This design comes from an exercise in tuning for small area, a short achievable clock period and few clock cycles per item on the open sky130 flow, not from production work. RTL that was checked went through simulation tests only; none was proved equivalent to the original.

== run a ==
==> flow/design.v (excerpt) <==
module speck64_core (
    input  wire          clk,
    input  wire          rst,           
    output wire          ready,
    input  wire          key_load,
    input  wire [127:0]  key_in,        
    input  wire          blk_start,
    input  wire          blk_dec,
    input  wire [63:0]   blk_in,        
    output reg           blk_done,
    output wire [63:0]   blk_out
);
    reg  [4:0]   ph;        
    reg          run;       
    reg          expand;    
    reg          dec;       
    reg  [63:0]  din;       
    reg  [63:0]  dat;       
    reg  [127:0] ka, kb;
    wire last = (ph == 5'd26);
    wire [31:0] x = (ph == 5'd0) ? din[63:32] : dat[63:32];
    wire [31:0] y = (ph == 5'd0) ? din[31:0]  : dat[31:0];
    wire [31:0] xf, yf, xi, yi;
    wire [31:0] af_l, af_k, bi_l, bi_k;
    wire [4:0]  ph_b = 5'd25 - ph;
    speck_round         u_dat_f (.x_in(x), .y_in(y), .k_in(ka[31:0]), .x_out(xf), .y_out(yf));
    speck_round_inverse u_dat_i (.x_in(x), .y_in(y), .k_in(kb[31:0]), .x_out(xi), .y_out(yi));
    speck_round         u_key_f (.x_in(ka[63:32]), .y_in(ka[31:0]), .k_in({27'd0, ph}),
                                 .x_out(af_l), .y_out(af_k));
    speck_round_inverse u_key_i (.x_in(kb[127:96]), .y_in(kb[31:0]), .k_in({27'd0, ph_b}),
                                 .x_out(bi_l), .y_out(bi_k));
    assign ready   = last;
    assign blk_out = dat;
    always @(posedge clk or posedge rst) begin
        if (rst) begin
            ph       <= 5'd0;
            run      <= 1'b0;
            expand   <= 1'b0;
            blk_done <= 1'b0;
        end else begin
            blk_done <= run && last;
            if (last) begin
                ph     <= 5'd0;
                run    <= blk_start;
                expand <= key_load;
            end else begin
                ph     <= ph + 5'd1;
            end
        end
    end
    always @(posedge clk) begin
        din <= blk_in;
  ...
Size: ~2300 cells after synthesis, roughly 390 flip-flops, about 260 I/O pins, roughly 22000 sq um of cells after synthesis.
==> module speck64_core, before the edit <==
module speck64_core (
    input  wire          clk,
    input  wire          rst,           
    output wire          ready,
    input  wire          key_load,
    input  wire [127:0]  key_in,        
    input  wire          blk_start,
    input  wire          blk_dec,
    input  wire [63:0]   blk_in,        
    output reg           blk_done,
    output wire [63:0]   blk_out
);
    reg  [4:0]   ph;        
    reg          run;       
    reg          expand;    
    reg          dec;       
    reg  [63:0]  din;       
    reg  [63:0]  dat;       
    reg  [127:0] ka, kb;
    wire last = (ph == 5'd26);
    wire [31:0] x = (ph == 5'd0) ? din[63:32] : dat[63:32];
    wire [31:0] y = (ph == 5'd0) ? din[31:0]  : dat[31:0];
    wire [31:0] xf, yf, xi, yi;
    wire [31:0] af_l, af_k, bi_l, bi_k;
    wire [4:0]  ph_b = 5'd25 - ph;
    speck_round         u_dat_f (.x_in(x), .y_in(y), .k_in(ka[31:0]), .x_out(xf), .y_out(yf));
    speck_round_inverse u_dat_i (.x_in(x), .y_in(y), .k_in(kb[31:0]), .x_out(xi), .y_out(yi));
    speck_round         u_key_f (.x_in(ka[63:32]), .y_in(ka[31:0]), .k_in({27'd0, ph}),
                                 .x_out(af_l), .y_out(af_k));
    speck_round_inverse u_key_i (.x_in(kb[127:96]), .y_in(kb[31:0]), .k_in({27'd0, ph_b}),
                                 .x_out(bi_l), .y_out(bi_k));
    assign ready   = last;
    assign blk_out = dat;
    always @(posedge clk or posedge rst) begin
        if (rst) begin
            ph       <= 5'd0;
            run      <= 1'b0;
            expand   <= 1'b0;
            blk_done <= 1'b0;
        end else begin
            blk_done <= run && last;
            if (last) begin
                ph     <= 5'd0;
                run    <= blk_start;
                expand <= key_load;
            end else begin
                ph     <= ph + 5'd1;
            end
        end
    end
    always @(posedge clk) begin
        din <= blk_in;
        if (last)
            dec <= blk_dec;
        dat <= dec ? {xi, yi} : {xf, yf};
        if (last) begin
            ka <= key_load ? key_in : kb;
            kb <= ka;
        end else begin
            ka <= {af_l, ka[127:64], af_k};
            if (!expand)
                kb <= {kb[95:32], bi_l, bi_k};
            else if (ph == 5'd0)
                kb <= ka;
        end
    end
endmodule
Settings: LEC_CHECK=0, ABC_CLOCK_PERIOD_IN_PS=2500, CAP_MARGIN=20, CORE_MARGIN=2, CORE_UTILIZATION=40, SETUP_SLACK_MARGIN=3.6, SLEW_MARGIN=20; clock period 7.0 ns.
run.sh (not shown) runs the stock make flow with config.mk's settings and CLKGATE_MAP_FILE= SYNTH_SCRIPT=/design/flow/synth_recipe.tcl, a recipe that flattens the netlist after the stock synthesis.
--- input diff run a..run b ---
diff --git a/flow/design.v b/flow/design.v
--- a/flow/design.v
+++ b/flow/design.v
@@ -68,12 +68,12 @@
     reg          run;       
     reg          expand;    
     reg          dec;       
-    reg  [63:0]  din;       
     reg  [63:0]  dat;       
+    reg  [63:0]  res;       
     reg  [127:0] ka, kb;
-    wire last = (ph == 5'd26);
-    wire [31:0] x = (ph == 5'd0) ? din[63:32] : dat[63:32];
-    wire [31:0] y = (ph == 5'd0) ? din[31:0]  : dat[31:0];
+    reg  last;              
+    wire [31:0] x = dat[63:32];
+    wire [31:0] y = dat[31:0];
     wire [31:0] xf, yf, xi, yi;
     wire [31:0] af_l, af_k, bi_l, bi_k;
     wire [4:0]  ph_b = 5'd25 - ph;
@@ -84,15 +84,17 @@
     speck_round_inverse u_key_i (.x_in(kb[127:96]), .y_in(kb[31:0]), .k_in({27'd0, ph_b}),
                                  .x_out(bi_l), .y_out(bi_k));
     assign ready   = last;
-    assign blk_out = dat;
+    assign blk_out = res;
     always @(posedge clk or posedge rst) begin
         if (rst) begin
             ph       <= 5'd0;
+            last     <= 1'b0;
             run      <= 1'b0;
             expand   <= 1'b0;
             blk_done <= 1'b0;
         end else begin
             blk_done <= run && last;
+            last     <= (ph == 5'd25);
             if (last) begin
                 ph     <= 5'd0;
                 run    <= blk_start;
@@ -103,10 +105,13 @@
         end
     end
     always @(posedge clk) begin
-        din <= blk_in;
-        if (last)
+        res <= dec ? {xi, yi} : {xf, yf};
+        if (last) begin
             dec <= blk_dec;
-        dat <= dec ? {xi, yi} : {xf, yf};
+            dat <= blk_in;
+        end else begin
+            dat <= dec ? {xi, yi} : {xf, yf};
+        end
         if (last) begin
             ka <= key_load ? key_in : kb;
             kb <= ka;
Taking run a as the reference, in run b total routed wire length on the met1 layer saw a decrease; total vias in the final route saw a decrease; number of distinct library cells after synthesis saw a decrease.
Between run a and run b, the flow reports mean cell area of the mapped netlist increasing by a few percent.
In the tables for run b and run a, xor and xnor fraction of the mapped netlist area reads lower with run a.
Between run b and run a, the difference in area after synthesis is negligible.
Diff run b..run a | sequential cell count | negligible
Compared with run a, in run b combined buffer and inverter count along the critical path fell 4, number of DRC markers after the initial detailed-route iteration shrank by 34%, number of cells on the worst hold path neither gained nor lost much.
As of run b, mean number of vias per cell had fallen by a few percent compared to run a.
Testbench counts of run b, summed over its fixed seeds: cycles 22,464, blocks 784.
Only the layout flow was run in run a; the RTL was not checked for function there.

-- separate check: timing with driven ports --
In the flow no input, the clock included, has a driving cell. The finished layouts below were timed again as built, in two steps.
Step 1: set_driving_cell puts a clkbuf_16 on clk and a buf_2 on each other input, an assumption about the parent block.
Step 2 also shifts input and output timing later by t, the mid clock arrival at the registers, as if the neighbouring blocks saw the same clock.
Slacks: ideal ports / drivers / drivers and shift; pairs: ideal ports / drivers.
| run | shift t [ns] | slack for setup (ns) | worst setup path at the end | latest minus earliest clock arrival (ns) | slew at the worst register clock pin (ns) |
|---|---|---|---|---|---|
| run a | 0.653 | 2.554 / 2.554 / 2.554 | register to register | 0.016 / 0.017 | 0.06 / 0.06 |
| run b | 0.645 | 3.493 / 3.493 / 3.467 | input to register | 0.014 / 0.014 | 0.07 / 0.07 |
After both steps setup and hold are still met in every run listed. The setup slack of run b, which loses most, moves by 0.000 ns with the drivers and by -0.026 ns with both steps.
